Source: an optimization exercise on an open RTL-to-GDS flow (aim: small area). Production flows keep margins and buffers that such runs may drop.
RTL that was checked went through simulation tests only; none was proved equivalent to the original.
For runs 2, 3 and 5, only the layout was checked, not whether the RTL still works.
The clock input has no modelled driver; a real chip could not lean on it and would need a root buffer or a full tree.
Power figures rest on the tool's default switching activity, not on a simulated workload.

==> design/flow/design.v <==
`timescale 1ns / 1ps
module adc_12bit #(
    parameter ADC_BITS = 12,
    parameter V_REF_MV = 2500,
    parameter CONV_CYCLES = 12
)(
    input  wire                    clk,
    input  wire                    rst_n,
    input  wire signed [15:0]      analog_in_mv,
    input  wire                    start_conv,
    output reg  signed [ADC_BITS-1:0] digital_out,
    output reg                        valid_out,
    output reg                        busy
);
    reg [4:0]  cnt;
    reg [9:0]  rem;     
    reg [10:0] quo;     
    wire signed [15:0] v = analog_in_mv;
    wire pos_ovf = (v > 16'sd2500);
    wire neg_ovf = (v < -16'sd2500);
    wire neg     = v[15];
    wire [12:0] wn = v[12:0] + 13'd5000 + {12'd0, neg};
    wire [12:0] w  = (pos_ovf | neg_ovf) ? {10'd937, neg, ~neg, ~neg} : wn;
    wire load    = ~cnt[0] & ~cnt[1] & ~cnt[2];    
    wire quant   = ~cnt[1] &  cnt[2] &  cnt[4];    
    wire last    = ~cnt[0] & ~cnt[2] &  cnt[3];    
    wire late    =  cnt[2] &  cnt[3] &  cnt[4];    
    wire        b  = quo[10] & ~late;
    wire [10:0] t  = {rem, b};
    wire [10:0] d  = t - 11'd625;
    wire        ge = ~d[10];
    always @(posedge clk) begin
        cnt <= busy ? {cnt[3:0], ~(cnt[4] ^ cnt[1])} : 5'd0;
        if (load) begin
            rem <= {3'b000, w[12:6]};
            quo <= {w[5:0], 2'b00, neg, neg, neg};
        end else begin
            rem <= ge ? d[9:0] : t[9:0];
            quo <= {quo[9:0], ge};
        end
    end
    always @(posedge clk or negedge rst_n) begin
        if (!rst_n) begin
            digital_out <= {ADC_BITS{1'b0}};
            valid_out   <= 1'b0;
            busy        <= 1'b0;
        end else begin
            valid_out <= busy & last;
            busy      <= busy ? ~last : start_conv;
            if (busy & quant)
                digital_out <= {quo, ge};
        end
    end
endmodule
==> design/flow/flow/run.sh <==
#!/bin/bash
# Own layout flow: the standard ORFS flow with these changes:
#  - synthesis maps the logic with area-oriented ABC scripts (flow/abc_*.abc:
#    three fixed scripts and &deepsyn with twelve seeds): each is tried
#    (synthesis only) and the one giving the smallest synthesized area is
#    used for the layout,
#  - port buffers are sky130_fd_sc_hd__buf_1 (one per input/output port, as usual),
#  - synthesis leaves adders to ABC (no ORFS adder cell mapping),
#  - after CTS, the clock tree is replaced by a flat one (flow/clock_tree.tcl):
#    the clock port drives two clkbuf_8 buffers, each driving the flip-flops
#    of one placement cluster; a buffer whose sinks see a slow edge is swapped
#    for the next size up.
set -euo pipefail
W=$(pwd)
F=$W/flow
# synthesis script: the standard flow's, with the ABC override sourced first
awk -v ov="$F/abc_override.tcl" 'NR==1{print; print "source " ov; next} {print}' synth_recipe.tcl > my_synth.tcl
sed "s#$W/synth_recipe.tcl#$W/my_synth.tcl#g" standard.sh > my_standard.sh
export BUFFER_PORTS_ARGS="-buffer_cell sky130_fd_sc_hd__buf_1"
export ADDER_MAP_FILE=
export POST_CTS_TCL=$F/clock_tree.tcl
export NCLK=2
export CLKBUF=sky130_fd_sc_hd__clkbuf_8
export CLK_SLEW_UPSIZE_NS=0.122
export CTS_ARGS="-sink_clustering_enable -repair_clock_nets -dont_use_dummy_load -buf_list sky130_fd_sc_hd__clkbuf_4"

# try each ABC script, synthesis only, each in an ORFS work folder of its own,
# four at a time
names=()
for s in "$F"/abc_*.abc; do
  n=$(basename "$s" .abc)
  n=${n#abc_}
  names+=("$n")
  sed "s#WORK_HOME=$W/orfs #WORK_HOME=$W/try_$n #" my_standard.sh > "try_$n.sh"
done
printf '%s\n' "${names[@]}" | xargs -P 4 -I{} bash -c 'MY_ABC_SCRIPT="$1/abc_$2.abc" bash "try_$2.sh" synth > "try_$2.log" 2>&1 || true' _ "$F" {}
best=""
best_area=""
for n in "${names[@]}"; do
  f=$(ls "$W"/try_"$n"/reports/*/adc_12bit/base/synth_stat.txt 2>/dev/null | head -1 || true)
  [[ -n "$f" ]] || continue
  a=$(awk '/Chip area/ {print $NF}' "$f" | tail -1)
  echo "$n $a" >> synth_tries.txt
  if [[ -z "$best" ]] || awk -v a="$a" -v b="$best_area" 'BEGIN{exit !(a < b)}'; then
    best=$n
    best_area=$a
  fi
done
echo "chosen: $best $best_area" >> synth_tries.txt
export MY_ABC_SCRIPT=$F/abc_$best.abc
bash my_standard.sh > make_flow.log 2>&1
==> design/flow/flow/abc_a.abc <==
&get -n
&st
&syn2
&dch 
&nf -R 1000 -p
&st
&syn2
&dch 
&nf -R 1000 -p
&put
==> design/flow/flow/abc_b.abc <==
&get -n
&st
&syn3
&dch -f
&nf -R 1000 -p
&st
&syn3
&dch -f
&nf -R 1000 -p
&put
==> design/flow/flow/abc_c.abc <==
&get -n
&st
&syn3
&dch -f
&nf -R 1000 -p
&st
&syn3
&dch -f
&nf -R 1000 -p
&st
&syn3
&dch -f
&nf -R 1000 -p
&put
==> design/flow/flow/abc_d0.abc <==
&get -n
&st
&deepsyn -J 200 -S 0
&nf -R 1000 -p
&put
==> design/flow/flow/abc_d1.abc <==
&get -n
&st
&deepsyn -J 200 -S 1
&nf -R 1000 -p
&put
==> design/flow/flow/abc_d10.abc <==
&get -n
&st
&deepsyn -J 200 -S 10
&nf -R 1000 -p
&put
==> design/flow/flow/abc_d11.abc <==
&get -n
&st
&deepsyn -J 200 -S 11
&nf -R 1000 -p
&put
==> design/flow/flow/abc_d2.abc <==
&get -n
&st
&deepsyn -J 200 -S 2
&nf -R 1000 -p
&put
==> design/flow/flow/abc_d3.abc <==
&get -n
&st
&deepsyn -J 200 -S 3
&nf -R 1000 -p
&put
==> design/flow/flow/abc_d4.abc <==
&get -n
&st
&deepsyn -J 200 -S 4
&nf -R 1000 -p
&put
==> design/flow/flow/abc_d5.abc <==
&get -n
&st
&deepsyn -J 200 -S 5
&nf -R 1000 -p
&put
==> design/flow/flow/abc_d6.abc <==
&get -n
&st
&deepsyn -J 200 -S 6
&nf -R 1000 -p
&put
==> design/flow/flow/abc_d7.abc <==
&get -n
&st
&deepsyn -J 200 -S 7
&nf -R 1000 -p
&put
==> design/flow/flow/abc_d8.abc <==
&get -n
&st
&deepsyn -J 200 -S 8
&nf -R 1000 -p
&put
==> design/flow/flow/abc_d9.abc <==
&get -n
&st
&deepsyn -J 200 -S 9
&nf -R 1000 -p
&put
==> design/flow/flow/abc_override.tcl <==
# Map the combinational logic with an area-oriented ABC script (flow/area.abc)
# instead of ORFS's speed script. Flip-flops are mapped before ABC runs, so the
# registers are the standard synthesis's.
proc abc {args} {
  set i [lsearch -exact $args -script]
  if {$i >= 0 && [info exists ::env(MY_ABC_SCRIPT)]} {
    lset args [expr {$i + 1}] $::env(MY_ABC_SCRIPT)
  }
  yosys abc {*}$args
}
==> design/flow/flow/clock_tree.tcl <==
# Replaces the clock tree that CTS built with a flat one: the clock port
# drives NCLK buffers (cell CLKBUF) directly, each driving the flip-flops of one
# placement cluster (balanced bisection of the flip-flops' positions). A buffer whose
# sinks see a slow edge (estimated from placement) is swapped for the next
# size up. Then the placement is legalized.
set block [ord::get_db_block]
set db_ [ord::get_db]
set clknet [$block findNet clk]
set kinds {}
# 1. undo CTS: every flip-flop clock pin back on the port's net, CTS cells removed
set cts_insts {}
foreach inst [$block getInsts] {
  set m [[$inst getMaster] getName]
  if {[regexp {^sky130_fd_sc_hd__clk(buf|inv)_} $m] && [regexp {^(clkbuf_|clkload)} [$inst getName]]} {
    lappend cts_insts $inst
  }
}
set cts_nets {}
foreach inst $cts_insts {
  foreach it [$inst getITerms] {
    set n [$it getNet]
    if {$n ne "NULL" && [$n getName] ne "clk" && [$n getSigType] eq "CLOCK" || ($n ne "NULL" && [string match clknet* [$n getName]])} {
      if {[lsearch -exact $cts_nets $n] < 0} { lappend cts_nets $n }
    }
  }
}
foreach n $cts_nets {
  foreach it [$n getITerms] {
    set inst [$it getInst]
    if {[lsearch -exact $cts_insts $inst] >= 0} { continue }
    $it disconnect
    $it connect $clknet
  }
}
foreach inst $cts_insts { puts "clock_tree: removing [$inst getName] ([[$inst getMaster] getName])"; odb::dbInst_destroy $inst }
foreach n $cts_nets { if {[llength [$n getITerms]] == 0} { odb::dbNet_destroy $n } }

# 2. cluster the sinks
set sinks {}
foreach it [$clknet getITerms] {
  if {[$it isInputSignal]} {
    set inst [$it getInst]
    lassign [$inst getLocation] x y
    set m [$inst getMaster]
    lappend sinks [list "[$inst getName]/[[$it getMTerm] getName]" [expr {$x + [$m getWidth]/2}] [expr {$y + [$m getHeight]/2}]]
  }
}
# recursive balanced bisection: split a group in two equal halves along its
# longer side until there are NCLK groups
proc bisect {g n} {
  if {$n <= 1 || [llength $g] < 2} { return [list $g] }
  set xs [lmap s $g {lindex $s 1}]; set ys [lmap s $g {lindex $s 2}]
  set dx [expr {[tcl::mathfunc::max {*}$xs] - [tcl::mathfunc::min {*}$xs]}]
  set dy [expr {[tcl::mathfunc::max {*}$ys] - [tcl::mathfunc::min {*}$ys]}]
  set sorted [lsort -integer -index [expr {$dx >= $dy ? 1 : 2}] $g]
  set n1 [expr {$n / 2}]
  set cut [expr {int(round(double([llength $g]) * $n1 / $n))}]
  return [concat [bisect [lrange $sorted 0 [expr {$cut - 1}]] $n1] [bisect [lrange $sorted $cut end] [expr {$n - $n1}]]]
}
set groups [bisect $sinks $::env(NCLK)]
set k [llength $groups]
set cents {}
foreach g $groups {
  set sx 0; set sy 0
  foreach s $g { incr sx [lindex $s 1]; incr sy [lindex $s 2] }
  lappend cents [list [expr {$sx / [llength $g]}] [expr {$sy / [llength $g]}]]
}
# 3. one buffer per cluster
set dbu [$block getDbUnitsPerMicron]
set bufs {}
for {set i 0} {$i < $k} {incr i} {
  set g [lindex $groups $i]
  if {[llength $g] == 0} { continue }
  set pins {}
  foreach s $g { lappend pins [get_pins [lindex $s 0]] }
  lassign [lindex $cents $i] cx cy
  puts "clock_tree: cluster $i: [llength $g] sinks around ([expr {$cx/double($dbu)}], [expr {$cy/double($dbu)}])"
  insert_buffer -buffer_cell $::env(CLKBUF) -net clk -load_pins $pins -location [list [expr {$cx/double($dbu)}] [expr {$cy/double($dbu)}]] -buffer_name clkbuf_leaf_$i -net_name clknet_leaf_$i
  # the new buffer drives the first sink of the cluster
  lassign [split [lindex $g 0 0] /] iname pname
  set lnet [[[$block findInst $iname] findITerm $pname] getNet]
  $lnet setSigType CLOCK
  # a leaf net gets no non-default rule (insert_buffer copies the clock port net's)
  $lnet setNonDefaultRule NULL
  foreach it [$lnet getITerms] { if {[$it isOutputSignal]} { lappend bufs [$it getInst] } }
}
$clknet setSigType CLOCK
detailed_placement
# 4. upsize a buffer whose sinks see a slow edge
estimate_parasitics -placement
set swapped 0
foreach inst $bufs {
  set m [[$inst getMaster] getName]
  regexp {_([0-9]+)$} $m -> size
  if {$size >= 16} { continue }
  set worst 0.0
  foreach it [[[$inst findITerm X] getNet] getITerms] {
    if {[$it isOutputSignal]} { continue }
    set s [get_property [get_pins "[[$it getInst] getName]/[[$it getMTerm] getName]"] slew_max]
    if {$s > $worst} { set worst $s }
  }
  puts "clock_tree: [$inst getName] $m drives [expr {[llength [[[$inst findITerm X] getNet] getITerms]] - 1}] sinks, worst sink slew [format %.4f $worst] ns"
  if {$worst > $::env(CLK_SLEW_UPSIZE_NS)} {
    set new sky130_fd_sc_hd__clkbuf_[expr {$size * 2}]
    puts "clock_tree: [$inst getName] $m -> $new"
    $inst swapMaster [$db_ findMaster $new]
    incr swapped
  }
}
if {$swapped} { detailed_placement }
check_placement -verbose
estimate_parasitics -placement
==> design/flow/standard.sh <==
#!/bin/bash
# synth_recipe.tcl (not shown) runs the flow's synth.tcl, then flattens the netlist and writes it again
# the make line also repeats each setting of config.mk as NAME=value (left out here)
make -C /OpenROAD-flow-scripts/flow DESIGN_CONFIG=/design/flow/config.mk WORK_HOME=/design/flow/orfs CLKGATE_MAP_FILE= SYNTH_SCRIPT=/design/flow/synth_recipe.tcl "${@:-finish}"
==> design/flow/config.mk <==
export PLATFORM = sky130hd
export DESIGN_NAME = adc_12bit
export DESIGN_NICKNAME = adc_12bit
export VERILOG_FILES = /design/flow/design.v
export SDC_FILE = /design/flow/constraint.sdc
export NUM_CORES = 4
export LEC_CHECK = 0
export CAP_MARGIN = 0
export CORE_AREA = 2 2 60 60
export DIE_AREA = 0 0 62 62
export GPL_TIMING_DRIVEN = 0
export PLACE_DENSITY = 0.85
export SLEW_MARGIN = 0
==> design/flow/constraint.sdc <==
create_clock -name core_clock -period 20.0 [get_ports {clk}]
set_input_delay 4.0000 -clock core_clock [delete_from_list [all_inputs] [get_ports {clk}]]
set_output_delay 4.0000 -clock core_clock [all_outputs]
set_load 0.01 [all_outputs]
==> impl_metrics.env, run 1 <==
export IMPL_status="complete, no violations"
export IMPL_firstDrtPassIters=5
export IMPL_clkLatencyLatePin_ps=170
export IMPL_setup_viol=0
export IMPL_num_rows=21
export IMPL_synth_top_area_cell="dfxtp_1"
export IMPL_synth_top_flop_cell="dfxtp_1"
export IMPL_rsz0062_at_grt="no"
export IMPL_relSlewSlack=0.120
export IMPL_grt_usage=0.161
export IMPL_drt_iter0_drc=70
export IMPL_synth_cell_types=34
export IMPL_antenna_cells=0
export IMPL_regArea_um2=871
export IMPL_fin_skew_ps=5.90
export IMPL_grt_pass1_vias=1060
export IMPL_async_reset_ff_frac=0.350
export IMPL_synth_area_top_cells="dfxtp_1 32%, dfrtp_1 21%, mux2_1 6.9%"
export IMPL_drc=0
export IMPL_synth_simple_area_share=0.184
export IMPL_finalCoreUtilization=0.560
export IMPL_synth_top_area_share=0.319
export IMPL_reg2reg_from="cnt[4]"
export IMPL_clk_pin_slew_ps=110
export IMPL_hold_class="register to register"
export IMPL_finalWirelength_um=2920
export IMPL_overflow=0
export IMPL_grt_start_max_net_pins=21
export IMPL_coreArea_mm2=0.00328
export IMPL_fin_crit_ps=5750
export IMPL_setup_tns_ps=0
export IMPL_io_pins=33
export IMPL_powerDensity_mw_per_mm2=152
export IMPL_vias_per_cell=5.23
export IMPL_synth_fa_ha_area_frac=0
export IMPL_drive_gt1_frac=0.0101
export IMPL_dieWidth_um=62
export IMPL_finalHoldViolCount=0
export IMPL_vias=1282
export IMPL_critPathRequiredTime_ps=20050
export IMPL_fin_ws_ps=14250
export IMPL_yosysWarnings=1
export IMPL_netlist_area_mm2=0.00163
export IMPL_wl_per_cell_um=11.9
export IMPL_reg2reg_setup_slack_ps=16920
export IMPL_multi_input_area_um2=744
export IMPL_area_growth_pct=12.6
export IMPL_die_area_mm2=0.00384
export IMPL_antenna_found_initial=0
export IMPL_critPathKind="input pin to register"
export IMPL_maxCapViolations=0
export IMPL_muxShareOfSynthArea=0.0689
export IMPL_fin_cells=245
export IMPL_final_max_slew_violation_count=0
export IMPL_post_place_ws_ps=14080
export IMPL_cp_start_kind="input pin"
export IMPL_peakVddDrop_mv=0.0502
export IMPL_syn_avg_cell_area_um2=9.90
export IMPL_die_h_um=62
export IMPL_place_gp_congestion=0.734
export IMPL_ys_ff_latch=40
export IMPL_ant_nets=0
export IMPL_synth_compound_gate_area_share=0.155
export IMPL_io_buffers=32
export IMPL_synth_xor_area_share=0.0482
export IMPL_r2r_cells=12
export IMPL_finalCritPeriodShare=0.287
export IMPL_fillers=303
export IMPL_synth_edf_count=0
export IMPL_post_place_cells=243
export IMPL_clkSinkCount=40
export IMPL_ys_seq_area_frac=0.533
export IMPL_hold_depth=2
export IMPL_worstHoldStart="rem[8]"
export IMPL_cp_arrival_ps=5800
export IMPL_crit_fanout=10
export IMPL_clock_fmax_mhz=174
export IMPL_synth_top_family_by_area="simple AND/OR/NAND/NOR gates"
export IMPL_initial_utilization=0.498
export IMPL_p_leak_nw=0.718
export IMPL_endpoint_kind="register"
export IMPL_dp_hpwl_um=2210
export IMPL_startpoint="analog_in_mv[5]"
export IMPL_synthesis_nets=184
export IMPL_tightest_slew_ps=1310
export IMPL_nets=220
export IMPL_grt_pass1_wl_um=4660
export IMPL_syn_inst=165
## synth_stat cells, drive strengths merged (2+ instances only)
library cell,instances
nand2b,3
dfrtp,14
o21ai,14
or2,2
xor2,3
clkinv,5
nand2,17
a31oi,3
nor3,6
or3,3
a32oi,2
dfxtp,26
nand3,2
a21o,2
mux2,10
nand4,2
xnor2,6
nor2,11
a21oi,11
nor2b,3
and2,7
## logic make-up after synthesis
kind of cell	count (synthesis)
AO/OA/AOI/OAI	41
multiplexers	10
buffers and inverters	5
flip-flops	40
XOR/XNOR	9
AND/OR/NAND/NOR	60
## state kept, by name (all words and copies together), names as in the netlist
register	flops
valid_out	1
quo	11
cnt	5
busy	1
digital_out	12
rem	10
## placed cells by master (no fill, tap or decap), drive strengths merged, types with 2 or more instances in the layout
cell / Yosys / layout
buf: 0 / 32
dfxtp: 26 / 26
nand2: 17 / 17
o21ai: 14 / 14
dfrtp: 14 / 14
nor2: 11 / 11
a21oi: 11 / 11
mux2: 10 / 10
and2: 7 / 7
nor3: 6 / 6
xnor2: 6 / 6
clkinv: 5 / 5
or3: 3 / 3
a31oi: 3 / 3
nand2b: 3 / 3
nor2b: 3 / 3
xor2: 3 / 3
a21o: 2 / 2
nand3: 2 / 2
nand4: 2 / 2
or2: 2 / 2
a32oi: 2 / 2
clkbuf: 0 / 2
## final cells by class, without the clock buffers
type                            count  area share
Inverter                            5      0.0102
Multi-Input combinational cell    120       0.405
Sequential cell                    40       0.473
Tap cell                           46      0.0313
Timing Repair Buffer               32      0.0653
## routing by layer
layer / up-vias / track usage / wire length, um
li1: 660 / - / -
met1: 587 / 0.242 / 1480
met2: 35 / 0.251 / 1330
met3: 0 / 0.0124 / 109
met4: 0 / 0.0365 / 0
met5: - / 0 / 0
## power breakdown
part | total (W) | internal [W] | switching [W]
clock network | 0.0000281 | 0.00000936 | 0.0000187
registers | 0.000143 | 0.000120 | 0.0000230
logic | 0.000108 | 0.0000473 | 0.0000608
total | 0.000279 | 0.000177 | 0.000102
## path summary, 6_finish.rpt
check | endpoint
setup / recovery | rem[4]
hold / removal | rem[9]
setup reg to reg | rem[3]
hold reg to reg | rem[9]
max in group asynchronous | valid_out
min in group asynchronous | digital_out[3]
## stage by stage
step           cell area (um^2)  power, W  hold slack, ps
2_1_floorplan              1630  0.000220             408
5_1_grt                    1840  0.000305             490
6_report                   1840  0.000279             454
3_3_place_gp               1810  0.000247             428
3_5_place_dp               1810  0.000253             436
## critical path, stage by stage
cell and delay [ps]:
buf_1 130, nor3_1 190, a21oi_1 90, o31ai_1 190
nand2_1 130, clkinv_1 60, o21ai_0 110, nor2b_1 600
a21boi_0 250, a21oi_1 50
==> run 2: changes to the inputs <==
--- a/design/flow/design.v
+++ b/design/flow/design.v
@@ -19,13 +19,12 @@
     wire pos_ovf = (v > 16'sd2500);
     wire neg_ovf = (v < -16'sd2500);
     wire neg     = v[15];
-    wire [12:0] wn = v[12:0] + 13'd5000 + {12'd0, neg};
-    wire [12:0] w  = (pos_ovf | neg_ovf) ? {10'd937, neg, ~neg, ~neg} : wn;
+    wire [12:0] wn = v[12:0] + 13'd2500 + {12'd0, neg};
+    wire [12:0] w  = pos_ovf ? 13'd4999 : neg_ovf ? 13'd0 : wn;
     wire load    = ~cnt[0] & ~cnt[1] & ~cnt[2];    
     wire quant   = ~cnt[1] &  cnt[2] &  cnt[4];    
     wire last    = ~cnt[0] & ~cnt[2] &  cnt[3];    
-    wire late    =  cnt[2] &  cnt[3] &  cnt[4];    
-    wire        b  = quo[10] & ~late;
+    wire        b  = quo[10] & ~quant;
     wire [10:0] t  = {rem, b};
     wire [10:0] d  = t - 11'd625;
     wire        ge = ~d[10];
@@ -48,7 +47,7 @@
             valid_out <= busy & last;
             busy      <= busy ? ~last : start_conv;
             if (busy & quant)
-                digital_out <= {quo, ge};
+                digital_out <= {~quo[10], quo[9:0], ge};
         end
     end
 endmodule
--- a/design/flow/flow/run.sh
+++ b/design/flow/flow/run.sh
@@ -1,7 +1,7 @@
 #!/bin/bash
 # Own layout flow: the standard ORFS flow with these changes:
-#  - synthesis maps the logic with area-oriented ABC scripts (flow/abc_*.abc:
-#    three fixed scripts and &deepsyn with twelve seeds): each is tried
+#  - synthesis maps the logic with area-oriented ABC scripts (flow/abc_*.abc,
+#    and &deepsyn with 28 seeds): each is tried
 #    (synthesis only) and the one giving the smallest synthesized area is
 #    used for the layout,
 #  - port buffers are sky130_fd_sc_hd__buf_1 (one per input/output port, as usual),
@@ -25,15 +25,20 @@
 export CTS_ARGS="-sink_clustering_enable -repair_clock_nets -dont_use_dummy_load -buf_list sky130_fd_sc_hd__clkbuf_4"
 
 # try each ABC script, synthesis only, each in an ORFS work folder of its own,
-# four at a time
+# four at a time: flow/abc_*.abc, and &deepsyn with seeds 0..27 (written here)
+mkdir -p abc
+cp "$F"/abc_*.abc abc/
+for sd in $(seq 0 27); do
+  printf '&get -n\n&st\n&deepsyn -J 200 -S %s\n&nf -R 1000 -p\n&put\n' "$sd" > "abc/abc_d$sd.abc"
+done
 names=()
-for s in "$F"/abc_*.abc; do
+for s in abc/abc_*.abc; do
   n=$(basename "$s" .abc)
   n=${n#abc_}
   names+=("$n")
   sed "s#WORK_HOME=$W/orfs #WORK_HOME=$W/try_$n #" my_standard.sh > "try_$n.sh"
 done
-printf '%s\n' "${names[@]}" | xargs -P 4 -I{} bash -c 'MY_ABC_SCRIPT="$1/abc_$2.abc" bash "try_$2.sh" synth > "try_$2.log" 2>&1 || true' _ "$F" {}
+printf '%s\n' "${names[@]}" | xargs -P 4 -I{} bash -c 'MY_ABC_SCRIPT="$1/abc/abc_$2.abc" bash "try_$2.sh" synth > "try_$2.log" 2>&1 || true' _ "$W" {}
 best=""
 best_area=""
 for n in "${names[@]}"; do
@@ -47,5 +52,5 @@
   fi
 done
 echo "chosen: $best $best_area" >> synth_tries.txt
-export MY_ABC_SCRIPT=$F/abc_$best.abc
+export MY_ABC_SCRIPT=$W/abc/abc_$best.abc
 bash my_standard.sh > make_flow.log 2>&1
removed: design/flow/flow/abc_d0.abc
removed: design/flow/flow/abc_d1.abc
removed: design/flow/flow/abc_d10.abc
removed: design/flow/flow/abc_d11.abc
removed: design/flow/flow/abc_d2.abc
removed: design/flow/flow/abc_d3.abc
removed: design/flow/flow/abc_d4.abc
removed: design/flow/flow/abc_d5.abc
removed: design/flow/flow/abc_d6.abc
removed: design/flow/flow/abc_d7.abc
removed: design/flow/flow/abc_d8.abc
removed: design/flow/flow/abc_d9.abc
==> run 2 against run 1 <==
Power up 2.3%. Worst hold slack worse by 1.5 ps. Global-route usage grew 0.72 points. Worst setup slack improved by 47 ps. Routed wire length is 0.27% higher. Fmax increased by 0.83%. Sequential power hardly changed.
==> impl_metrics.env, run 2 <==
export IMPL_status="complete, no violations"
export IMPL_crit_family="compound AO/OA/AOI/OAI gates"
export IMPL_rsz0062_at_grt="no"
export IMPL_synth_common_cells="26 x dfxtp_1, 19 x o21ai_0, 16 x a21oi_1"
export IMPL_grt_usage=0.168
export IMPL_io_buffers=32
export IMPL_crit_fanout=6
export IMPL_dieWidth_um=62
export IMPL_cp_start_kind="input pin"
export IMPL_fin_ws_ps=14300
export IMPL_synth_top_area_share=0.318
export IMPL_regMostFlops="digital_out"
export IMPL_crit_chain="buf_1, a31oi_1, nor2b_1, a31oi_1, nand2b_1, or2_0, nand3_1, a21oi_1, o21ai_0, o211a_1"
export IMPL_synth_edf_count=0
export IMPL_synth_cell_types=29
export IMPL_ys_ff_latch=40
export IMPL_wl_per_cell_um=12.0
export IMPL_p_leak_nw=0.705
export IMPL_area_growth_pct=12.5
export IMPL_finalHoldViolCount=0
export IMPL_critPathKind="input pin to register"
export IMPL_netlist_area_mm2=0.00164
export IMPL_cpMaxStageDelayCell="nor2b_1"
export IMPL_grt_start_max_net_pins=21
export IMPL_critPathBufInv=1
export IMPL_yosysWarnings=1
export IMPL_grt_pass1_vias=1111
export IMPL_coreArea_mm2=0.00328
export IMPL_setup_viol=0
export IMPL_antenna_found_initial=0
export IMPL_drc=0
export IMPL_powerDensity_mw_per_mm2=155
export IMPL_critPathRequiredTime_ps=20070
export IMPL_antenna_cells=0
export IMPL_clk_pin_slew_ps=110
export IMPL_vias_per_cell=5.24
export IMPL_num_rows=21
export IMPL_syn_avg_cell_area_um2=9.91
export IMPL_cp_arrival_ps=5770
export IMPL_clkSinkCount=40
export IMPL_io_pins=33
export IMPL_crit_top_cell="a31oi_1"
export IMPL_relSlewSlack=0.374
export IMPL_final_max_slew_violation_count=0
export IMPL_hold_class="register to register"
export IMPL_peakVddDrop_mv=0.0447
export IMPL_setup_tns_ps=0
export IMPL_clock_fmax_mhz=175
export IMPL_synth_top_flop_cell="dfxtp_1"
export IMPL_finalCritPeriodShare=0.285
export IMPL_nets=220
export IMPL_largest_reg_flops=12
export IMPL_ys_seq_area_frac=0.533
export IMPL_drive_gt1_frac=0.0101
export IMPL_synth_top_area_cell="dfxtp_1"
export IMPL_overflow=0
export IMPL_initial_utilization=0.498
export IMPL_synthesis_nets=184
export IMPL_synth_area_top_cells="dfxtp_1 32%, dfrtp_1 21%, mux2_1 6.9%"
export IMPL_layout_commonest_cell="buf_1"
export IMPL_synth_most_common_cell="dfxtp_1"
export IMPL_place_gp_congestion=0.759
export IMPL_finalWirelength_um=2930
export IMPL_maxCapViolations=0
export IMPL_endpoint_kind="register"
export IMPL_grt_pass1_wl_um=4780
export IMPL_final_cell_mix="32 x buf_1, 26 x dfxtp_1, 19 x o21ai_0"
export IMPL_vias=1285
export IMPL_firstDrtPassIters=4
export IMPL_top_regs="digital_out (12), quo (11), rem (10)"
export IMPL_clkLatencyLatePin_ps=170
export IMPL_die_area_mm2=0.00384
export IMPL_max_stage_delay_ps=280
export IMPL_tightest_slew_ps=931
export IMPL_fin_crit_ps=5700
export IMPL_die_h_um=62
export IMPL_post_place_ws_ps=14130
export IMPL_fin_skew_ps=4.57
export IMPL_drt_iter0_drc=72
export IMPL_async_reset_ff_frac=0.350
export IMPL_ant_nets=0
export IMPL_syn_inst=165
export IMPL_dp_hpwl_um=2270
## run 2: cell type report, without the clock buffers
type | instances | area [um^2]
fillers | 295 | 1440
inverters | 2 | 7.51
flip-flops and latches | 40 | 871
repair buffers | 32 | 120
well taps | 46 | 57.6
multi-input cells | 123 | 757
## run 2: metal layers
metal	wire length, um	global-route usage	share of wire	vias to the layer above
li1	-	-	-	660
met2	1290	0.283	0.44	37
met3	140	0.0311	0.048	2
met5	0	0	0	-
met4	36	0.0456	0.012	0
met1	1460	0.221	0.50	586
## run 2: worst paths after layout
kind | from | end | slack (ps) | cells after the start
max in group asynchronous | rst_n | busy | 15700 | 1
min reg2reg | rem[8] | rem[9] | 450 | 2
min in group asynchronous | rst_n | digital_out[8] | 3850 | 1
max | analog_in_mv[15] | rem[6] | 14300 | 10
min | rem[8] | rem[9] | 450 | 2
max reg2reg | cnt[1] | rem[3] | 17400 | 12
## run 2: logic make-up (layout without fill, tap and decap cells)
family / Yosys count / count (layout) / share of synthesized area
AND/OR/NAND/NOR: 57 / 57 / 0.180
multiplexers: 10 / 10 / 0.0689
AO/OA/AOI/OAI: 47 / 47 / 0.166
XOR/XNOR: 9 / 9 / 0.0482
flip-flops: 40 / 40 / 0.533
buffers and inverters: 2 / 36 / 0.00459
## run 2: stage by stage
step / std cells / hold WS, ps / utilization / total power, W / cell area [um^2]
after floorplan: 165 / 418 / - / 0.000225 / 1640
after global routing: 245 / 486 / 0.560 / 0.000312 / 1840
after detailed placement: 243 / 439 / 0.552 / 0.000260 / 1810
final: 245 / 452 / 0.560 / 0.000286 / 1840
after global placement: 243 / 429 / 0.552 / 0.000254 / 1810
## run 2: power by group
part           leakage (nW)  switching [W]  internal [W]
registers             0.389      0.0000240      0.000122
clock network        0.0144      0.0000189    0.00000936
logic                 0.302      0.0000625     0.0000491
total                 0.705       0.000105      0.000181
## run 2: tightest hold or removal path, cell delays in order (launching register included)
cell and delay [ps]:
dfxtp_1 320, clkinv_1 50, a21oi_1 50
==> run 3: changes to the inputs <==
--- a/design/flow/design.v
+++ b/design/flow/design.v
@@ -19,12 +19,13 @@
     wire pos_ovf = (v > 16'sd2500);
     wire neg_ovf = (v < -16'sd2500);
     wire neg     = v[15];
-    wire [12:0] wn = v[12:0] + 13'd2500 + {12'd0, neg};
-    wire [12:0] w  = pos_ovf ? 13'd4999 : neg_ovf ? 13'd0 : wn;
+    wire [12:0] wn = v[12:0] + 13'd5000 + {12'd0, neg};
+    wire [12:0] w  = (pos_ovf | neg_ovf) ? {10'd312, neg, ~neg, ~neg} : wn;
     wire load    = ~cnt[0] & ~cnt[1] & ~cnt[2];    
     wire quant   = ~cnt[1] &  cnt[2] &  cnt[4];    
     wire last    = ~cnt[0] & ~cnt[2] &  cnt[3];    
-    wire        b  = quo[10] & ~quant;
+    wire late    =  cnt[2] &  cnt[3] &  cnt[4];    
+    wire        b  = quo[10] & ~late;
     wire [10:0] t  = {rem, b};
     wire [10:0] d  = t - 11'd625;
     wire        ge = ~d[10];
@@ -47,7 +48,7 @@
             valid_out <= busy & last;
             busy      <= busy ? ~last : start_conv;
             if (busy & quant)
-                digital_out <= {~quo[10], quo[9:0], ge};
+                digital_out <= {quo, ge};
         end
     end
 endmodule
==> run 3 against run 2 <==
Critical path type unchanged. Sequential share of layout area up 0.13 points. Sequential cell count unchanged. Cell area down 0.27%. Clock skew up 5.7 ps. Area after synthesis down 0.31%. Sequential power about the same.
==> impl_metrics.env, run 3 <==
export IMPL_overflow=0
export IMPL_fin_crit_ps=5970
export IMPL_status="complete, no violations"
export IMPL_wl_per_cell_um=12.9
export IMPL_nets=221
export IMPL_cpMaxStageDelayCell="or3_1"
export IMPL_die_area_mm2=0.00384
export IMPL_holdWs_ps=447
export IMPL_drc=0
export IMPL_synth_cell_types=32
export IMPL_finalCritPeriodShare=0.298
export IMPL_peakVddDrop_mv=0.0980
export IMPL_setup_viol=0
export IMPL_grt_pass1_wl_um=5140
export IMPL_max_stage_delay_ps=380
export IMPL_crit_chain="buf_1, nand4_1, nor2b_1, nor2b_1, nand3_1, clkinv_1, or3_1, or2_0, nand2_1, a21oi_1, or3_1"
export IMPL_syn_inst=166
export IMPL_synth_top_family_by_area="simple AND/OR/NAND/NOR gates"
export IMPL_clk_pin_slew_ps=110
export IMPL_relSlewSlack=0.403
export IMPL_crit_family="simple AND/OR/NAND/NOR gates"
export IMPL_area_growth_pct=12.6
export IMPL_synth_xor_area_share=0.0430
export IMPL_io_pins=33
export IMPL_fin_skew_ps=10.3
export IMPL_syn_avg_cell_area_um2=9.82
export IMPL_io_buffers=32
export IMPL_drt_iter0_drc=42
export IMPL_endpoint_kind="register"
export IMPL_rsz0062_at_grt="no"
export IMPL_synth_top_area_cell="dfxtp_1"
export IMPL_synth_most_common_cell="dfxtp_1"
export IMPL_cp_arrival_ps=6020
export IMPL_initial_utilization=0.496
export IMPL_layout_commonest_cell="buf_1"
export IMPL_critPathRequiredTime_ps=20060
export IMPL_synth_edf_count=0
export IMPL_critPathBufInv=2
export IMPL_largest_reg_flops=12
export IMPL_grt_start_max_net_pins=21
export IMPL_dp_hpwl_um=2440
export IMPL_coreArea_mm2=0.00328
export IMPL_tightest_slew_ps=889
export IMPL_maxCapViolations=0
export IMPL_top_regs="digital_out (12), quo (11), rem (10)"
export IMPL_final_cell_mix="32 x buf_1, 26 x dfxtp_1, 17 x nand2_1"
export IMPL_finalWirelength_um=3170
export IMPL_antenna_found_initial=0
export IMPL_antenna_cells=0
export IMPL_p_leak_nw=0.733
export IMPL_num_rows=21
export IMPL_synthesis_nets=185
export IMPL_dieWidth_um=62
export IMPL_finalHoldViolCount=0
export IMPL_final_max_slew_violation_count=0
export IMPL_regMostFlops="digital_out"
export IMPL_synth_top_flop_cell="dfxtp_1"
export IMPL_crit_fanout=5
export IMPL_synth_area_top_cells="dfxtp_1 32%, dfrtp_1 21%, mux2_1 6.9%"
export IMPL_ys_seq_area_frac=0.534
export IMPL_cp_start_kind="input pin"
export IMPL_drive_gt1_frac=0.0100
export IMPL_synth_compound_gate_area_share=0.147
export IMPL_clkSinkCount=40
export IMPL_async_reset_ff_frac=0.350
export IMPL_hold_class="register to register"
export IMPL_setup_tns_ps=0
export IMPL_ant_nets=0
export IMPL_die_h_um=62
export IMPL_synth_fa_ha_area_frac=0
export IMPL_firstDrtPassIters=4
export IMPL_synth_common_cells="26 x dfxtp_1, 17 x nand2_1, 16 x o21ai_0"
export IMPL_muxShareOfSynthArea=0.0752
export IMPL_clkLatencyLatePin_ps=170
export IMPL_vias=1334
export IMPL_ys_ff_latch=40
export IMPL_clock_fmax_mhz=168
export IMPL_netlist_area_mm2=0.00163
export IMPL_critPathKind="input pin to register"
export IMPL_grt_pass1_vias=1203
export IMPL_vias_per_cell=5.42
export IMPL_finalCoreUtilization=0.559
export IMPL_synth_top_area_share=0.319
export IMPL_yosysWarnings=1
export IMPL_powerDensity_mw_per_mm2=153
export IMPL_synth_simple_area_share=0.190
export IMPL_grt_usage=0.176
export IMPL_place_gp_congestion=0.827
==> run 3: cell count changes after synthesis, moves of 3 or more <==
cell      change
a21oi_1       -6
nand2_1       +5
clkinv_1      +3
nand2b_1      -3
o21ai_0       -3
==> run 3: worst register-to-register path, cell delays in order (launching register included) <==
cell and delay [ps]:
dfxtp_1 410, a31oi_1 160, nor4_1 550, nor2_1 160, nor3_1 320, nand2b_1 170
xor2_1 560, nor2_1 160, a31oi_1 220, nor3_1 70, or3_1 370
==> run 3: logic make-up (layout without fill, tap and decap cells) <==
kind of cell | Yosys count | count (layout)
compound gates | 40 | 40
xor+xnor | 8 | 8
mux | 11 | 11
buf+inv | 5 | 39
simple gates | 62 | 62
flops | 40 | 40
==> run 3: metrics by stage <==
stage,cells,instance area [um^2],setup slack [ps],power (W)
after global placement,244,1810,13940,0.000249
after floorplan,166,1630,14230,0.000221
after global routing,246,1840,13850,0.000306
after detailed placement,244,1810,13870,0.000255
final,246,1840,14030,0.000281
==> run 3: power by group <==
group	total [W]	switching (W)	internal, W
clock network	0.0000283	0.0000189	0.00000936
logic	0.000109	0.0000622	0.0000466
registers	0.000144	0.0000235	0.000121
==> run 3: cell type report, without the clock buffers <==
type | instances | area (um^2)
Fill cell | 301 | 1450
Sequential cell | 40 | 871
Multi-Input combinational cell | 121 | 741
Timing Repair Buffer | 32 | 120
Tap cell | 46 | 57.6
Inverter | 5 | 18.8
==> run 3: final timing paths <==
path	cells after the start	endpoint	slack (ps)	startpoint
worst max-delay path	11	rem[6]	14030	analog_in_mv[0]
worst min-delay path	2	quo[1]	450	quo[0]
worst max register to register	10	rem[6]	16760	cnt[2]
worst min register to register	2	quo[1]	450	quo[0]
max in group asynchronous	1	digital_out[7]	15670	rst_n
min in group asynchronous	1	digital_out[10]	3860	rst_n
==> run 3: metal layers <==
| metal | wire (um) | share of wire | up-vias | global-route usage |
|---|---|---|---|---|
| met4 | 27 | 0.0085 | 0 | 0.0243 |
| li1 | - | - | 665 | - |
| met2 | 1510 | 0.48 | 32 | 0.296 |
| met1 | 1500 | 0.47 | 633 | 0.236 |
| met3 | 132 | 0.042 | 4 | 0.0414 |
| met5 | 0 | 0 | - | 0 |
==> run 4: changes to the inputs <==
--- a/design/flow/design.v
+++ b/design/flow/design.v
@@ -20,7 +20,7 @@
     wire neg_ovf = (v < -16'sd2500);
     wire neg     = v[15];
     wire [12:0] wn = v[12:0] + 13'd5000 + {12'd0, neg};
-    wire [12:0] w  = (pos_ovf | neg_ovf) ? {10'd312, neg, ~neg, ~neg} : wn;
+    wire [12:0] w  = (pos_ovf | neg_ovf) ? {10'd937, neg, ~neg, ~neg} : wn;
     wire load    = ~cnt[0] & ~cnt[1] & ~cnt[2];    
     wire quant   = ~cnt[1] &  cnt[2] &  cnt[4];    
     wire last    = ~cnt[0] & ~cnt[2] &  cnt[3];    
==> run 4 against run 3 <==
First-iteration DRC count is 2.4% lower. Area after synthesis shrank 0.15%. Via count shrank 4.2%. Global-route usage decreased by 1.1 points. Synthesized cell count decreased by 1.8%. Critical path depth stayed put. Critical endpoint unchanged. Largest power group unchanged.
==> impl_metrics.env, run 4 <==
export IMPL_io_pins=33
export IMPL_yosysWarnings=1
export IMPL_io_buffers=32
export IMPL_vias=1278
export IMPL_wl_per_cell_um=12.7
export IMPL_p_leak_nw=0.713
export IMPL_antenna_found_initial=0
export IMPL_finalHoldViolCount=0
export IMPL_endpoint_kind="register"
export IMPL_grt_pass1_vias=1111
export IMPL_layout_commonest_cell="buf_1"
export IMPL_synth_most_common_cell="dfxtp_1"
export IMPL_setup_tns_ps=0
export IMPL_holdPathEnd="rem[9]"
export IMPL_top_regs="digital_out (12), quo (11), rem (10)"
export IMPL_clk_pin_slew_ps=110
export IMPL_synth_top_flop_cell="dfxtp_1"
export IMPL_final_max_slew_violation_count=0
export IMPL_ys_ff_latch=40
export IMPL_worstHoldStart="rem[8]"
export IMPL_crit_fanout=5
export IMPL_clock_fmax_mhz=166
export IMPL_worstReg2RegEnd="rem[3]"
export IMPL_clkSinkCount=40
export IMPL_grtUsageMet3=0.0186
export IMPL_max_stage_delay_ps=390
export IMPL_hold_depth=2
export IMPL_status="complete, no violations"
export IMPL_tightest_slew_ps=1100
export IMPL_synth_area_top_cells="dfxtp_1 32%, dfrtp_1 22%, mux2_1 6.9%"
export IMPL_r2r_cells=11
export IMPL_cp_arrival_ps=6120
export IMPL_coreArea_mm2=0.00328
export IMPL_async_reset_ff_frac=0.350
export IMPL_drive_gt1_frac=0.0102
export IMPL_dp_hpwl_um=2370
export IMPL_final_area_mm2=0.00183
export IMPL_cp_start_kind="input pin"
export IMPL_finalWirelength_um=3080
export IMPL_dpl_cell_area_mm2=0.00181
export IMPL_crit_top_cell="o21ai_0"
export IMPL_top_usage_layer="met2"
export IMPL_relSlewSlack=0.261
export IMPL_ys_seq_area_frac=0.535
export IMPL_clkLatencyLatePin_ps=170
export IMPL_reg2reg_setup_slack_ps=17040
export IMPL_synthesis_nets=182
export IMPL_critPathBufInv=2
export IMPL_synth_cell_types=36
export IMPL_finalCoreUtilization=0.558
export IMPL_cpMaxStageDelayCell="o21ai_0"
export IMPL_die_h_um=62
export IMPL_critPathKind="input pin to register"
export IMPL_crit_family="compound AO/OA/AOI/OAI gates"
export IMPL_syn_avg_cell_area_um2=9.99
export IMPL_drc=0
export IMPL_largest_reg_flops=12
export IMPL_fin_ws_ps=13970
export IMPL_die_area_mm2=0.00384
export IMPL_synth_top_area_share=0.320
export IMPL_powerDensity_mw_per_mm2=154
export IMPL_syn_inst=163
export IMPL_fin_crit_ps=6030
export IMPL_dieWidth_um=62
export IMPL_reg2reg_from="cnt[2]"
export IMPL_peakVddDrop_mv=0.0650
export IMPL_firstDrtPassIters=4
export IMPL_synth_top_area_cell="dfxtp_1"
export IMPL_synth_common_cells="26 x dfxtp_1, 15 x nand2_1, 14 x dfrtp_1"
export IMPL_use_met2=0.292
export IMPL_initial_utilization=0.496
export IMPL_grt_start_max_net_pins=21
export IMPL_totalPowerFinal_w=0.000282
export IMPL_fin_skew_ps=2.22
export IMPL_antenna_cells=0
export IMPL_post_place_ws_ps=13790
export IMPL_grt_usage=0.164
export IMPL_netlist_area_mm2=0.00163
export IMPL_num_rows=21
export IMPL_vias_per_cell=5.26
export IMPL_finalCritPeriodShare=0.302
export IMPL_ant_nets=0
export IMPL_nets=218
export IMPL_synth_edf_count=0
export IMPL_place_gp_congestion=0.823
export IMPL_drt_iter0_drc=41
export IMPL_overflow=0
export IMPL_final_cell_mix="32 x buf_1, 26 x dfxtp_1, 15 x nand2_1"
export IMPL_critPathRequiredTime_ps=20080
export IMPL_grt_use_met1=0.217
export IMPL_hold_class="register to register"
export IMPL_rsz0062_at_grt="no"
export IMPL_grt_pass1_wl_um=4760
export IMPL_maxCapViolations=0
export IMPL_regMostFlops="digital_out"
export IMPL_crit_chain="buf_1, nand4_1, clkinv_1, o21ai_0, nor2b_1, a21oi_1, nand2b_1, o21ai_0, or2_0, a32oi_1, a311oi_1"
export IMPL_setup_viol=0
export IMPL_area_growth_pct=12.6
[run 4: cell types whose count changed after synthesis, sizes merged, moves of 2 or more]
cell / delta
o21ai: -4
xnor2: +4
xor2: -4
nand3: -3
nor2: +3
nand2: -2
[run 4: layout make-up, without the clock buffers]
cell class                 instances  area [um^2]
multi-input combinational        119          742
fill                             314         1450
tap                               46         57.6
sequential                        40          871
inverter                           4         15.0
timing repair buffer              32          120
[run 4: metrics by stage]
step / instances / hold WS [ps]
after floorplan: 163 / 416
after global placement: 241 / 427
after detailed placement: 241 / 433
after global routing: 243 / 464
final: 243 / 447
[run 4: logic make-up (layout without fill, tap and decap cells)]
family | count (synthesis) | count (layout) | synth area share
AND/OR/NAND/NOR | 62 | 62 | 0.191
flip-flops | 40 | 40 | 0.535
AO/OA/AOI/OAI | 39 | 39 | 0.152
multiplexers | 10 | 10 | 0.0692
XOR/XNOR | 8 | 8 | 0.0430
buffers and inverters | 4 | 38 | 0.00922
[run 4: report_power, final]
part / internal, W / switching [W] / total [W]
Clock: 0.00000936 / 0.0000189 / 0.0000283
Sequential: 0.000121 / 0.0000232 / 0.000144
Combinational: 0.0000475 / 0.0000620 / 0.000110
Total: 0.000178 / 0.000104 / 0.000282
[run 4: layer usage]
layer,vias to the layer above,wire [um]
li1,656,-
met1,598,1470
met2,22,1500
met3,2,85
met4,0,24
met5,-,0
[run 4: tightest hold or removal path, delay by kind of cell (launching register included)]
family / cells / cell delay, ps
buf+inv: 1 / 50
compound gates: 1 / 50
flops: 1 / 320
[run 4: worst max-delay path by stage]
stage,from,endpoint,slack [ps],cells past startpoint
5_1_grt,analog_in_mv[0],rem[6],13600,11
2_1_floorplan,analog_in_mv[0],rem[6],14290,10
3_5_place_dp,analog_in_mv[1],rem[6],13790,11
6_report,analog_in_mv[0],rem[6],13970,11
3_3_place_gp,analog_in_mv[15],rem[6],13920,11
==> run 5: changes to the inputs <==
--- a/design/flow/design.v
+++ b/design/flow/design.v
@@ -21,16 +21,16 @@
     wire neg     = v[15];
     wire [12:0] wn = v[12:0] + 13'd5000 + {12'd0, neg};
     wire [12:0] w  = (pos_ovf | neg_ovf) ? {10'd937, neg, ~neg, ~neg} : wn;
-    wire load    = ~cnt[0] & ~cnt[1] & ~cnt[2];    
-    wire quant   = ~cnt[1] &  cnt[2] &  cnt[4];    
-    wire last    = ~cnt[0] & ~cnt[2] &  cnt[3];    
-    wire late    =  cnt[2] &  cnt[3] &  cnt[4];    
+    wire load    = cnt[0] & cnt[1] & cnt[2];    
+    wire quant   = cnt[1] & ~cnt[2] & ~cnt[4];    
+    wire last    = cnt[0] & cnt[2] & ~cnt[3];    
+    wire late    = ~cnt[2] & ~cnt[3] & ~cnt[4];    
     wire        b  = quo[10] & ~late;
     wire [10:0] t  = {rem, b};
     wire [10:0] d  = t - 11'd625;
     wire        ge = ~d[10];
     always @(posedge clk) begin
-        cnt <= busy ? {cnt[3:0], ~(cnt[4] ^ cnt[1])} : 5'd0;
+        cnt <= busy ? {cnt[3:0], (cnt[4] ^ cnt[1])} : 5'd31;
         if (load) begin
             rem <= {3'b000, w[12:6]};
             quo <= {w[5:0], 2'b00, neg, neg, neg};
==> run 5 against run 4 <==
Still clean. Critical path depth decreased by 2. Combinational power is essentially flat. Cell area rose by 0.75%. Worst setup slack improved by 180 ps. Routed wire length is 3.9% lower. Sequential cell count did not move. Core utilization rose by 0.42 points. Global-route usage grew 0.58 points. Die area stayed put. Power increased by 1.2%. Fmax is 3.0% higher. Area after synthesis grew 0.85%. Critical endpoint is now rem[4]. Largest power group unchanged.
==> impl_metrics.env, run 5 <==
export IMPL_grt_pass1_vias=1148
export IMPL_cp_arrival_ps=5900
export IMPL_endpoint_kind="register"
export IMPL_ys_ff_latch=40
export IMPL_drc=0
export IMPL_clkSinkCount=40
export IMPL_synth_top_flop_cell="dfxtp_1"
export IMPL_antenna_cells=0
export IMPL_drive_gt1_frac=0.0103
export IMPL_clk_pin_slew_ps=120
export IMPL_vias_per_cell=5.26
export IMPL_synth_edf_count=0
export IMPL_io_pins=33
export IMPL_netlist_area_mm2=0.00164
export IMPL_cpMaxStageDelayCell="nor2b_1"
export IMPL_antenna_found_initial=0
export IMPL_tightest_slew_ps=871
export IMPL_critPathBufInv=1
export IMPL_finalCritPeriodShare=0.293
export IMPL_synth_top_area_cell="dfxtp_1"
export IMPL_io_buffers=32
export IMPL_async_reset_ff_frac=0.350
export IMPL_final_max_slew_violation_count=0
export IMPL_reg2reg_from="cnt[2]"
export IMPL_drt_iter0_drc=34
export IMPL_initial_utilization=0.500
export IMPL_regMostFlops="digital_out"
export IMPL_fin_skew_ps=9.45
export IMPL_largest_reg_flops=12
export IMPL_reg2reg_setup_slack_ps=17030
export IMPL_fin_crit_ps=5850
export IMPL_wl_per_cell_um=12.3
export IMPL_die_area_mm2=0.00384
export IMPL_hold_class="register to register"
export IMPL_syn_inst=161
export IMPL_synth_most_common_cell="dfxtp_1"
export IMPL_multi_input_area_um2=771
export IMPL_firstDrtPassIters=4
export IMPL_crit_chain="buf_1, nor3_1, a21oi_1, o31a_1, nor4_1, o21ai_0, nor2b_1, a21boi_0, a21oi_1"
export IMPL_finalWirelength_um=2960
export IMPL_layout_commonest_cell="buf_1"
export IMPL_vias=1268
export IMPL_area_growth_pct=12.5
export IMPL_fillers=309
export IMPL_clkLatencyLatePin_ps=170
export IMPL_worstReg2RegEnd="rem[5]"
export IMPL_die_h_um=62
export IMPL_setup_viol=0
export IMPL_cp_start_kind="input pin"
export IMPL_worstSetupEndpoint="rem[4]"
export IMPL_max_stage_delay_ps=570
export IMPL_coreArea_mm2=0.00328
export IMPL_grt_start_max_net_pins=21
export IMPL_grt_usage=0.170
export IMPL_grt_pass1_wl_um=4900
export IMPL_synth_top_area_share=0.317
export IMPL_r2r_cells=10
export IMPL_crit_fanout=10
export IMPL_synth_common_cells="26 x dfxtp_1, 14 x dfrtp_1, 14 x nand2_1"
export IMPL_status="complete, no violations"
export IMPL_ys_seq_area_frac=0.530
export IMPL_place_gp_congestion=0.758
export IMPL_cp_depth=9
export IMPL_hold_depth=2
export IMPL_p_leak_nw=0.724
export IMPL_crit_top_cell="a21oi_1"
export IMPL_maxCapViolations=0
export IMPL_finalHoldViolCount=0
export IMPL_overflow=0
export IMPL_peakVddDrop_mv=0.0548
export IMPL_clock_fmax_mhz=171
export IMPL_yosysWarnings=1
export IMPL_crit_family="simple AND/OR/NAND/NOR gates"
export IMPL_top_regs="digital_out (12), quo (11), rem (10)"
export IMPL_num_rows=21
export IMPL_rsz0062_at_grt="no"
export IMPL_regArea_um2=871
export IMPL_synth_cell_types=32
export IMPL_critPathRequiredTime_ps=20050
export IMPL_synthesis_nets=180
export IMPL_syn_avg_cell_area_um2=10.2
export IMPL_powerDensity_mw_per_mm2=155
export IMPL_ant_nets=0
export IMPL_startpoint="analog_in_mv[5]"
export IMPL_totalPowerFinal_w=0.000286
export IMPL_dieWidth_um=62
export IMPL_setup_tns_ps=0
export IMPL_dp_hpwl_um=2280
export IMPL_final_cell_mix="32 x buf_1, 26 x dfxtp_1, 14 x nand2_1, 14 x dfrtp_1, 13 x nor2_1"
export IMPL_synth_area_top_cells="dfxtp_1 32%, dfrtp_1 21%, mux2_1 7.5%"
export IMPL_relSlewSlack=0.417
export IMPL_nets=216
export IMPL_critPathKind="input pin to register"
-- run 5: cell count changes in the layout (fill, tap and decap cells not counted), moves of 2 or more --
cell,delta
o21ai_0,-4
a21oi_1,-2
nand2b_1,+7
and2_0,-4
nor2b_1,+2
nand3_1,+4
o31a_1,+2
xor2_1,+2
nor3_1,-2
clkinv_1,-4
-- run 5: metrics by stage --
stage	setup WS, ps	hold WS, ps	util	instances	instance area [um^2]
floorplan	14440	419	-	161	1640
finish	14150	458	0.562	241	1850
global placement	13980	432	0.554	239	1820
global route	13860	492	0.562	241	1850
detailed placement	13960	449	0.554	239	1820
-- run 5: layout make-up, without the clock buffers --
type,count,area share
multi-input cells,121,0.417
flip-flops and latches,40,0.472
well taps,46,0.0312
repair buffers,32,0.0650
-- run 5: where the power goes --
part | internal, W | switching (W)
logic | 0.0000507 | 0.0000616
clock network | 0.00000936 | 0.0000187
registers | 0.000121 | 0.0000240
-- run 5: how the worst min path moves through the flow --
| stage | slack, ps | start | to |
|---|---|---|---|
| after floorplan | 420 | quo[0] | quo[1] |
| after global placement | 430 | quo[0] | quo[1] |
| after detailed placement | 450 | quo[6] | quo[7] |
| after global routing | 490 | quo[1] | quo[2] |
| final | 460 | quo[1] | quo[2] |
-- run 5: kinds of logic (layout without fill, tap and decap cells) --
| kind of cell | after synthesis | after routing | synth area share |
|---|---|---|---|
| AOI/OAI and AO/OA | 33 | 33 | 0.136 |
| xor gates and xnor gates | 9 | 9 | 0.0480 |
| and+or+nand+nor | 68 | 68 | 0.210 |
| muxes | 11 | 11 | 0.0755 |
| DFF | 40 | 40 | 0.530 |
| buffers and inverters | 0 | 34 | 0 |
-- run 5: per-layer routing --
metal / vias to the layer above / GRT usage / share of wire
met5: - / 0 / 0
met4: 0 / 0.0547 / 0.016
met3: 3 / 0.0124 / 0.032
met2: 27 / 0.301 / 0.48
met1: 583 / 0.221 / 0.47
li1: 655 / - / -
-- run 5: worst register-to-register path, cell delays in order (launching register included) --
cell and delay, ps:
dfxtp_1 360, o31a_1 320, nor4_1 410, nor2_1 140
or3_1 380, nand2_1 100, xor2_1 450, nor2_1 150
and3_1 220, or2_0 230, a22oi_1 130
==> run 6: changes to the inputs <==
--- a/design/flow/design.v
+++ b/design/flow/design.v
@@ -21,16 +21,16 @@
     wire neg     = v[15];
     wire [12:0] wn = v[12:0] + 13'd5000 + {12'd0, neg};
     wire [12:0] w  = (pos_ovf | neg_ovf) ? {10'd937, neg, ~neg, ~neg} : wn;
-    wire load    = cnt[0] & cnt[1] & cnt[2];    
-    wire quant   = cnt[1] & ~cnt[2] & ~cnt[4];    
-    wire last    = cnt[0] & cnt[2] & ~cnt[3];    
-    wire late    = ~cnt[2] & ~cnt[3] & ~cnt[4];    
+    wire load    = ~cnt[0] & ~cnt[1] & ~cnt[2];    
+    wire quant   = ~cnt[1] &  cnt[2] &  cnt[4];    
+    wire last    = ~cnt[0] & ~cnt[2] &  cnt[3];    
+    wire late    =  cnt[2] &  cnt[3] &  cnt[4];    
     wire        b  = quo[10] & ~late;
     wire [10:0] t  = {rem, b};
     wire [10:0] d  = t - 11'd625;
     wire        ge = ~d[10];
     always @(posedge clk) begin
-        cnt <= busy ? {cnt[3:0], (cnt[4] ^ cnt[1])} : 5'd31;
+        cnt <= busy ? {cnt[3:0], ~(cnt[4] ^ cnt[1])} : 5'd0;
         if (load) begin
             rem <= {3'b000, w[12:6]};
             quo <= {w[5:0], 2'b00, neg, neg, neg};
--- a/design/flow/flow/run.sh
+++ b/design/flow/flow/run.sh
@@ -4,6 +4,8 @@
 #    and &deepsyn with 28 seeds): each is tried
 #    (synthesis only) and the one giving the smallest synthesized area is
 #    used for the layout,
+#  - after ABC, each mux2 becomes an a22o with a shared inverted select
+#    (flow/mux2_a22o.v), which is smaller,
 #  - port buffers are sky130_fd_sc_hd__buf_1 (one per input/output port, as usual),
 #  - synthesis leaves adders to ABC (no ORFS adder cell mapping),
 #  - after CTS, the clock tree is replaced by a flat one (flow/clock_tree.tcl):
@@ -18,6 +20,7 @@
 sed "s#$W/synth_recipe.tcl#$W/my_synth.tcl#g" standard.sh > my_standard.sh
 export BUFFER_PORTS_ARGS="-buffer_cell sky130_fd_sc_hd__buf_1"
 export ADDER_MAP_FILE=
+export MY_MUX_MAP=$F/mux2_a22o.v
 export POST_CTS_TCL=$F/clock_tree.tcl
 export NCLK=2
 export CLKBUF=sky130_fd_sc_hd__clkbuf_8
==> design/flow/flow/abc_override.tcl (replaced) <==
# Map the combinational logic with the ABC script named by MY_ABC_SCRIPT
# instead of ORFS's speed script. Flip-flops are mapped before ABC runs, so the
# registers are the standard synthesis's. Then, if MY_MUX_MAP names a map file,
# each mux2 cell is rebuilt as an a22o with an inverted select, and inverters
# of the same net are merged (one inverter per select net).
proc abc {args} {
  set i [lsearch -exact $args -script]
  if {$i >= 0 && [info exists ::env(MY_ABC_SCRIPT)]} {
    lset args [expr {$i + 1}] $::env(MY_ABC_SCRIPT)
  }
  yosys abc {*}$args
  if {[info exists ::env(MY_MUX_MAP)]} {
    yosys techmap -map $::env(MY_MUX_MAP)
    yosys opt_merge -share_all
    yosys opt_clean
  }
}
==> design/flow/flow/mux2_a22o.v (new file) <==
// mux2 as a22o with an inverted select (the inverters are merged per select net)
module \sky130_fd_sc_hd__mux2_1 (A0, A1, S, X);
  input A0, A1, S;
  output X;
  wire Sn;
  \sky130_fd_sc_hd__inv_1 _inv_ (.A(S), .Y(Sn));
  \sky130_fd_sc_hd__a22o_1 _ao_ (.A1(A1), .A2(S), .B1(A0), .B2(Sn), .X(X));
endmodule
==> run 6 against run 5 <==
Still clean. Largest cell class unchanged. Die area unchanged. Critical path type unchanged. Core utilization fell by 1.1 points. Critical endpoint is now rem[6]. Largest power group unchanged. Worst hold slack worse by 5.1 ps. Fmax down 2.8%. Power grew 0.13%. First-iteration DRC count rose by 29%.
==> impl_metrics.env, run 6 <==
export IMPL_die_h_um=62
export IMPL_synth_cell_types=36
export IMPL_drt_iter0_drc=44
export IMPL_synth_most_common_cell="dfxtp_1"
export IMPL_die_area_mm2=0.00384
export IMPL_async_reset_ff_frac=0.350
export IMPL_vias_per_cell=5.51
export IMPL_top_regs="digital_out (12), quo (11), rem (10)"
export IMPL_powerDensity_mw_per_mm2=158
export IMPL_r2r_cells=11
export IMPL_synth_common_cells="26 x dfxtp_1, 15 x nand2_1, 14 x dfrtp_1"
export IMPL_final_cell_mix="32 x buf_1, 26 x dfxtp_1, 15 x nand2_1"
export IMPL_clkLatencyLatePin_ps=170
export IMPL_finalWirelength_um=3250
export IMPL_maxCapViolations=0
export IMPL_dp_hpwl_um=2430
export IMPL_p_leak_nw=0.707
export IMPL_ys_ff_latch=40
export IMPL_relSlewSlack=0.294
export IMPL_hold_depth=2
export IMPL_fillers=293
export IMPL_fin_crit_ps=6020
export IMPL_endpoint_kind="register"
export IMPL_clk_pin_slew_ps=110
export IMPL_grt_pass1_wl_um=5330
export IMPL_nets=219
export IMPL_drc=0
export IMPL_regMostFlops="digital_out"
export IMPL_synth_top_flop_cell="dfxtp_1"
export IMPL_cpMaxStageDelayCell="o21ai_0"
export IMPL_synth_top_area_cell="dfxtp_1"
export IMPL_p_int_w=0.000179
export IMPL_finalCoreUtilization=0.552
export IMPL_cp_arrival_ps=6110
export IMPL_finalHoldViolCount=0
export IMPL_overflow=0
export IMPL_largest_reg_flops=12
export IMPL_synth_top_area_share=0.324
export IMPL_layout_commonest_cell="buf_1"
export IMPL_vias=1344
export IMPL_power_net_switching_w=0.000107
export IMPL_drive_gt1_frac=0.0101
export IMPL_area_growth_pct=12.8
export IMPL_synth_edf_count=0
export IMPL_hold_class="register to register"
export IMPL_setup_viol=0
export IMPL_peakVddDrop_mv=0.0878
export IMPL_coreArea_mm2=0.00328
export IMPL_crit_top_cell="o21ai_0"
export IMPL_final_max_slew_violation_count=0
export IMPL_totalPowerFinal_w=0.000286
export IMPL_crit_chain="buf_1, nand4_1, clkinv_1, o21ai_0, nor2b_1, a21oi_1, nand2b_1, o21ai_0, or2_0, a32oi_1, a311oi_1"
export IMPL_grt_start_max_net_pins=21
export IMPL_antenna_cells=0
export IMPL_critPathRequiredTime_ps=20080
export IMPL_reg2reg_setup_slack_ps=17030
export IMPL_syn_avg_cell_area_um2=9.80
export IMPL_combPwrFrac=0.394
export IMPL_ant_nets=0
export IMPL_p_clk_frac=0.099
export IMPL_setup_tns_ps=0
export IMPL_place_gp_congestion=0.852
export IMPL_syn_inst=164
export IMPL_crit_fanout=4
export IMPL_synth_area_top_cells="dfxtp_1 32%, dfrtp_1 22%, a22o_1 6.0%"
export IMPL_max_stage_delay_ps=370
export IMPL_grt_pass1_vias=1235
export IMPL_io_pins=33
export IMPL_pwr_share_seq=0.507
export IMPL_synthesis_nets=183
export IMPL_cp_start_kind="input pin"
export IMPL_ys_seq_area_frac=0.542
export IMPL_initial_utilization=0.489
export IMPL_status="complete, no violations"
export IMPL_rsz0062_at_grt="no"
export IMPL_clock_fmax_mhz=166
export IMPL_tightest_slew_ps=1050
export IMPL_io_buffers=32
export IMPL_dieWidth_um=62
export IMPL_num_rows=21
export IMPL_grt_usage=0.190
export IMPL_yosysWarnings=1
export IMPL_firstDrtPassIters=4
export IMPL_critPathKind="input pin to register"
export IMPL_clkSinkCount=40
export IMPL_fin_skew_ps=7.88
export IMPL_wl_per_cell_um=13.3
export IMPL_finalCritPeriodShare=0.301
export IMPL_netlist_area_mm2=0.00161
export IMPL_antenna_found_initial=0
export IMPL_swShare=0.373
[run 6: cell types whose count changed after synthesis, moves of 4 or more]
cell      before  now
mux2_1        11    0
nand3_1        6    2
o21ai_0        8   12
clkinv_1       0    4
and2_0         2    6
nand2b_1      10    3
a22o_1         2   11
[run 6: cell type report, without the clock buffers]
type                       instances  area (um^2)  area share
tap                               46         57.6      0.0318
timing repair buffer              32          120      0.0663
multi-input combinational        119          717       0.396
sequential                        40          871       0.481
inverter                           5         18.8      0.0104
[run 6: path summary, 6_finish.rpt]
| check | startpoint | to |
|---|---|---|
| setup / recovery | analog_in_mv[2] | rem[6] |
| hold / removal | quo[0] | quo[1] |
| setup reg to reg | cnt[2] | rem[3] |
| hold reg to reg | quo[0] | quo[1] |
| max in group asynchronous | rst_n | digital_out[2] |
| min in group asynchronous | rst_n | digital_out[11] |
[run 6: worst max-delay path, delay by kind of cell]
family	cells	cell delay, ps
AND/OR/NAND/NOR	4	620
buffers and inverters	2	220
AO/OA/AOI/OAI	5	1250
[run 6: logic make-up (layout without fill, tap and decap cells)]
kind of cell | Yosys count | count (layout) | synth area share
buf+inv | 5 | 39 | 0.0117
xor+xnor | 8 | 8 | 0.0436
compound gates | 49 | 49 | 0.209
flops | 40 | 40 | 0.542
simple gates | 62 | 62 | 0.194
[run 6: power by group through the flow]
| stage | Combinational [W] | Clock, W | Sequential, W |
|---|---|---|---|
| after floorplan | 0.0000780 | 0 | 0.000147 |
| after global placement | 0.000109 | 0 | 0.000145 |
| after detailed placement | 0.000112 | 0 | 0.000146 |
| after global routing | 0.000129 | 0.0000322 | 0.000150 |
| final | 0.000113 | 0.0000284 | 0.000145 |
[run 6: metal layers]
metal	vias up	global-route usage	routed length (um)
li1	671	-	-
met1	637	0.239	1520
met2	31	0.336	1560
met3	5	0.0311	125
met4	0	0.0517	35
met5	-	0	0
[run 6: stage by stage]
step	hold slack, ps	std cells	worst slack, ps	instance area (um^2)
after floorplan	420	164	14290	1610
after global placement	428	242	13920	1780
after detailed placement	436	242	13810	1780
after global routing	484	244	13690	1810
final	452	244	13980	1810

separate check: timing with driven ports:
The flow's constraints put no driver on any port. The routed layouts listed below were extracted and timed again, unchanged, in two steps. Step 1 sets driving cells, clkbuf_16 on the clock port and buf_2 on the other inputs (assumed; they add their load-dependent delay and slew). Step 2 moves the port delays by t, midway between the first and last clock arrival at a register: inputs arrive t later, outputs are due t later. That takes back most of the time a late clock gives input paths. a / b / c = ideal ports / drivers / drivers and shift; a / b = the first two.
| run | t, ns | slack for setup (ns) | clock arrival spread, ns |
|---|---|---|---|
| run 1 | 0.194 | 14.253 / 14.262 / 14.068 | 0.006 / 0.006 |
| run 2 | 0.198 | 14.300 / 14.312 / 14.114 | 0.004 / 0.005 |
| run 3 | 0.197 | 14.034 / 14.042 / 13.845 | 0.012 / 0.012 |
| run 4 | 0.197 | 13.968 / 13.974 / 13.777 | 0.003 / 0.003 |
| run 5 | 0.199 | 14.147 / 14.162 / 13.963 | 0.009 / 0.010 |
| run 6 | 0.202 | 13.975 / 13.994 / 13.792 | 0.008 / 0.008 |
After both steps every run listed still meets setup and hold. The setup slack of run 4, which loses most, moves by +0.006 ns with the drivers and by -0.191 ns with both steps.
